What follows belongs to an exercise in optimizing a design on an open flow for small area; a production flow would make more cautious choices. In this exercise RTL edits were held to simulation tests only and were not proved equivalent to the original. Power and IR drop assume default switching activity.

run A:
## top_sp
module top_sp(
    input reset, clk,
    input spi_miso,
    output spi_mosi,
    output spi_sck,
    output spi_cs,
    output [15:0] ch4_data
    );
reg        rst_q;       
reg        first;
reg  [5:0] hi;
reg  [4:0] lo;
reg  [8:0] sr;          
reg [11:0] ch4;
wire       infr = (hi[5:2] == 4'd0);     
wire [1:0] k    = hi[1:0];               
wire       act  = infr & ~lo[4];         
wire       fin  = infr & (lo == 5'd16);  
wire last_blk = first ? (lo == ((infr && k == 2'd3) ? 5'd20 : 5'd28))
                      : (lo == 5'd16 || (hi == 6'd32 && lo == 5'd1));
always @(posedge clk) begin
  rst_q <= ~reset;
  if (rst_q) begin
    first <= 1'b1;
    hi    <= 6'd43;
    lo    <= 5'd0;
  end else if (last_blk) begin
    lo <= 5'd0;
    hi <= hi + 6'd1;
    if (infr && k == 2'd3) first <= 1'b0;
  end else
    lo <= lo + 5'd1;
end
wire sh = infr & lo[0] & (
            (act & (~k[1] | (first & ~k[0]))) |
            (lo == 5'd1) |
            (first & k == 2'd1 & lo >= 5'd17 & lo <= 5'd25) |
            (first & k == 2'd2 & lo == 5'd17));
always @(posedge clk)
  if (sh) sr <= {sr[7:0], spi_miso};
wire cn = ~rst_q & infr & (k == 2'd1) & (lo == {first, 4'd11});
wire cb = ~rst_q & infr & (k == 2'd2) & (lo == {first, 4'd11});
always @(posedge clk) begin
  if (!reset) ch4 <= 12'h000;
  else begin
    if (cn) ch4[11:8] <= sr[8:5];
    if (cb) ch4[7:0]  <= sr[8:1];
  end
end
wire mc = act & ((k == 2'd1 & (lo[3:1] == 3'd5 | lo[3:1] == 3'd6)) |
                 (k == 2'd2 & lo[3:2] == 2'd0));
wire sel7 = ~k[1] | (first & ~k[0]);
assign spi_sck  = act & lo[0];
assign spi_mosi = mc | (fin & (sel7 ? sr[7] : sr[0]));
assign spi_cs   = rst_q | (first & ~infr) |
                  (hi == 6'd63 & lo >= 5'd10) |
  ...
export LEC_CHECK = 0
export CAP_MARGIN = 20
export CORE_MARGIN = 2
export CORE_UTILIZATION = 40
export PLACE_DENSITY = 0.6
export SLEW_MARGIN = 20
create_clock -name core_clock -period 10.0 [get_ports {clk}]
standard.sh (not shown) runs the stock make flow with config.mk's settings and CLKGATE_MAP_FILE= SYNTH_SCRIPT=/design/flow/synth_recipe.tcl, a recipe that flattens the netlist after the stock synthesis.
==> flow/flow/run.sh <==
#!/bin/bash
# Layout flow: the standard flow (standard.sh), with three changes:
#  1. after the standard synthesis, the combinational logic between the
#     flip-flops is mapped again by ABC with an area script (reopt.tcl);
#     the flip-flops keep their instances, names and cell types;
#  2. the port buffers are the smallest buffer (buf_1);
#  3. clock tree synthesis inserts no dummy loads.
# reopt.v is used only if yosys proves it equivalent to the standard netlist.
# Each tool's output goes to a log file of its own in this folder.
set -euo pipefail
export BUFFER_PORTS_ARGS="-buffer_cell sky130_fd_sc_hd__buf_1"
export CTS_ARGS="${CTS_ARGS_OVERRIDE:--sink_clustering_enable -repair_clock_nets -dont_use_dummy_load -buf_list sky130_fd_sc_hd__clkbuf_4 -sink_clustering_size 20 -sink_clustering_max_diameter 100}"
here=$PWD
res=$here/orfs/results/$FLOW_PLATFORM/top_sp/base

bash standard.sh synth > synth.log 2>&1

YOSYS=yosys
[ -x "$FLOW_HOME/../tools/install/yosys/bin/yosys" ] && YOSYS="$FLOW_HOME/../tools/install/yosys/bin/yosys"
cp "$res/1_2_yosys.v" "$here/standard_synth.v"
LIB="$FLOW_HOME/platforms/$FLOW_PLATFORM/lib/sky130_fd_sc_hd__tt_025C_1v80.lib" \
IN="$here/standard_synth.v" OUT="$here/reopt.v" ABCSCR="$here/flow/area.scr" \
DONTUSE="$(sed -n '/DONT_USE_CELLS/,/^#/p' "$FLOW_HOME/platforms/$FLOW_PLATFORM/config.mk" | grep -o 'sky130_fd_sc_hd__\w*' | tr '\n' ' ')" \
  "$YOSYS" -c "$here/flow/reopt.tcl" > reopt.log 2>&1
# keep the re-mapped netlist only if yosys proves it equivalent to the standard one
ln -sf "$FLOW_HOME/platforms/$FLOW_PLATFORM/lib/sky130_fd_sc_hd__tt_025C_1v80.lib" "$here/lib.lib"
if "$YOSYS" -s "$here/flow/equiv.ys" > equiv.log 2>&1; then
  cp "$here/reopt.v" "$res/1_2_yosys.v"
else
  echo "re-mapped netlist not proven equivalent; keeping the standard one" >> equiv.log
fi
rm -f "$res/1_synth.odb" "$res/1_synth.sdc"

bash standard.sh > standard.log 2>&1
==> flow/flow/area.scr <==
strash; &get -n; &deepsyn -T 20; &put; dch -f; amap; topo
==> flow/flow/equiv.ys <==
# Proves reopt.v equivalent to the standard synthesis netlist (same registers).
read_liberty -ignore_miss_func lib.lib
read_verilog standard_synth.v
rename top_sp gold
read_verilog reopt.v
rename top_sp gate
flatten
opt_clean
equiv_make gold gate equiv
hierarchy -top equiv
equiv_simple -seq 2
equiv_induct
equiv_status -assert
Other scripts of this flow, unchanged in this note and not shown: flow/flow/reopt.tcl
No stage failed in run A, and the final checks on the layout all came back clean.
Input-level comparison between run B and run A:
diff --git a/flow/flow/run.sh b/flow/flow/run.sh
--- a/flow/flow/run.sh
+++ b/flow/flow/run.sh
@@ -11,3 +11,3 @@
 export BUFFER_PORTS_ARGS="-buffer_cell sky130_fd_sc_hd__buf_1"
-export CTS_ARGS="${CTS_ARGS_OVERRIDE:--sink_clustering_enable -repair_clock_nets -dont_use_dummy_load -buf_list sky130_fd_sc_hd__clkbuf_4 -sink_clustering_size 20 -sink_clustering_max_diameter 100}"
+export CTS_ARGS="-sink_clustering_enable -repair_clock_nets -dont_use_dummy_load -buf_list {sky130_fd_sc_hd__clkbuf_2 sky130_fd_sc_hd__clkbuf_4 sky130_fd_sc_hd__clkbuf_8} -sink_clustering_size 40 -sink_clustering_max_diameter 200"
 here=$PWD
Results
Run A and run B ended up with roughly the same mean post-synth cell area.
Comparing run B with run A, the setup slack came out essentially unchanged.
Run B vs. run A: height of the die barely changed, pin count of the biggest net entering global routing barely changed.
Comparing run A against run B, there is no change at all in maximum frequency from static timing analysis.
Re number of clock sinks: no difference whatsoever between run A and run B.
Area of the die came out exactly the same in run A and run B.
Diff run A..run B | first-pass iteration count of the detailed router | unchanged
Reported for run A and run B, first-iteration DRC count turned out identical to the last digit.
Input changes introduced in run C (baseline for comparison: run B):
diff --git a/flow/flow/run.sh b/flow/flow/run.sh
--- a/flow/flow/run.sh
+++ b/flow/flow/run.sh
@@ -7,3 +7,2 @@
 #  3. clock tree synthesis inserts no dummy loads.
-# reopt.v is used only if yosys proves it equivalent to the standard netlist.
 # Each tool's output goes to a log file of its own in this folder.
@@ -11,3 +10,3 @@
 export BUFFER_PORTS_ARGS="-buffer_cell sky130_fd_sc_hd__buf_1"
-export CTS_ARGS="-sink_clustering_enable -repair_clock_nets -dont_use_dummy_load -buf_list {sky130_fd_sc_hd__clkbuf_2 sky130_fd_sc_hd__clkbuf_4 sky130_fd_sc_hd__clkbuf_8} -sink_clustering_size 40 -sink_clustering_max_diameter 200"
+export CTS_ARGS="${CTS_ARGS_OVERRIDE:--sink_clustering_enable -repair_clock_nets -dont_use_dummy_load -buf_list sky130_fd_sc_hd__clkbuf_4 -sink_clustering_size 20 -sink_clustering_max_diameter 100}"
 here=$PWD
@@ -24,9 +23,3 @@
   "$YOSYS" -c "$here/flow/reopt.tcl" > reopt.log 2>&1
-# keep the re-mapped netlist only if yosys proves it equivalent to the standard one
-ln -sf "$FLOW_HOME/platforms/$FLOW_PLATFORM/lib/sky130_fd_sc_hd__tt_025C_1v80.lib" "$here/lib.lib"
-if "$YOSYS" -s "$here/flow/equiv.ys" > equiv.log 2>&1; then
-  cp "$here/reopt.v" "$res/1_2_yosys.v"
-else
-  echo "re-mapped netlist not proven equivalent; keeping the standard one" >> equiv.log
-fi
+cp "$here/reopt.v" "$res/1_2_yosys.v"
 rm -f "$res/1_synth.odb" "$res/1_synth.sdc"
==> flow/flow/area.scr <==
strash; &get -n; &deepsyn -T 20; &put; dch -f; map -a; topo
removed: flow/flow/equiv.ys
[summary]
- Worst hold slack (run C over run B): increase, 17 ps
- The post-route standard cell area excluding fillers of run C was inferior to that of run B.
- Switching share of total power came out higher on run C than on run B.
- Setup slack, run B and run C, higher one = run B.
- Run B reports its commonest non-fill, non-tap cell in the layout as sky130_fd_sc_hd__nor2_1 while run C reports sky130_fd_sc_hd__clkinv_1.
- Both conditions hold for run C: the flow ran to the end and the final layout passed the timing, DRC and antenna checks.
Modified inputs, run D compared to run C
diff --git a/flow/flow/run.sh b/flow/flow/run.sh
--- a/flow/flow/run.sh
+++ b/flow/flow/run.sh
@@ -7,2 +7,3 @@
 #  3. clock tree synthesis inserts no dummy loads.
+# reopt.v is used only if yosys proves it equivalent to the standard netlist.
 # Each tool's output goes to a log file of its own in this folder.
@@ -10,3 +11,3 @@
 export BUFFER_PORTS_ARGS="-buffer_cell sky130_fd_sc_hd__buf_1"
-export CTS_ARGS="${CTS_ARGS_OVERRIDE:--sink_clustering_enable -repair_clock_nets -dont_use_dummy_load -buf_list sky130_fd_sc_hd__clkbuf_4 -sink_clustering_size 20 -sink_clustering_max_diameter 100}"
+export CTS_ARGS="${CTS_ARGS_OVERRIDE:--sink_clustering_enable -repair_clock_nets -dont_use_dummy_load -buf_list sky130_fd_sc_hd__clkbuf_8 -sink_clustering_size 40 -sink_clustering_max_diameter 200}"
 here=$PWD
@@ -23,3 +24,9 @@
   "$YOSYS" -c "$here/flow/reopt.tcl" > reopt.log 2>&1
-cp "$here/reopt.v" "$res/1_2_yosys.v"
+# keep the re-mapped netlist only if yosys proves it equivalent to the standard one
+ln -sf "$FLOW_HOME/platforms/$FLOW_PLATFORM/lib/sky130_fd_sc_hd__tt_025C_1v80.lib" "$here/lib.lib"
+if "$YOSYS" -s "$here/flow/equiv.ys" > equiv.log 2>&1; then
+  cp "$here/reopt.v" "$res/1_2_yosys.v"
+else
+  echo "re-mapped netlist not proven equivalent; keeping the standard one" >> equiv.log
+fi
 rm -f "$res/1_synth.odb" "$res/1_synth.sdc"
==> flow/flow/area.scr <==
strash; &get -n; &deepsyn -T 20; &put; dch -f; amap; topo
==> flow/flow/equiv.ys (new file) <==
# Proves reopt.v equivalent to the standard synthesis netlist (same registers).
read_liberty -ignore_miss_func lib.lib
read_verilog standard_synth.v
rename top_sp gold
read_verilog reopt.v
rename top_sp gate
flatten
opt_clean
equiv_make gold gate equiv
hierarchy -top equiv
equiv_simple -seq 2
equiv_induct
equiv_status -assert
[summary]
- Run D ended with every stage complete and zero timing, DRC or antenna violations.
- Looking at final design instance area without fill across run D and run C, the one that comes out higher is run D.
- Relative to run C, core utilization of the finished layout has gone up in run D.
- As of run D, synthesized instance count had fallen by more than 10% compared to run C.
- Looking at core area, run D sits below run C.
- Against run C, cell count in run D fell by a little under 10%.

-- static timing again, ports no longer ideal --
The results above use ideal ports. As a check the final layouts listed here were re-extracted and re-timed, cells and wires unchanged.
Step 1 (the two cells are an assumption about what drives the block):
set clk [get_ports {clk}]
set_driving_cell -lib_cell sky130_fd_sc_hd__clkbuf_16 $clk
set_driving_cell -lib_cell sky130_fd_sc_hd__buf_2 [delete_from_list [all_inputs] $clk]
Step 2 moves the port delays by t, midway between the first and last clock arrival at a register: inputs arrive t later, outputs are due t later. That takes back most of the time a late clock gives input paths.
Three values: ideal, step 1, step 2; two values: the first two.
run	t, ns	setup WS [ns]	clock arrival spread, ns	slew at the worst register clock pin (ns)	worst data-port slew with drivers (ns)
run A	0.343	6.081 / 6.060 / 5.971	0.029 / 0.029	0.11 / 0.11	0.03
run B	0.343	6.081 / 6.060 / 5.971	0.029 / 0.029	0.11 / 0.11	0.03
run C	0.344	6.070 / 6.049 / 6.209	0.024 / 0.024	0.10 / 0.10	0.03
run D	0.298	6.136 / 6.111 / 5.982	0.019 / 0.019	0.07 / 0.07	0.03
After both steps setup and hold are still met in every run listed. The setup slack of run D, which loses most, moves by -0.025 ns with the drivers and by -0.154 ns with both steps.
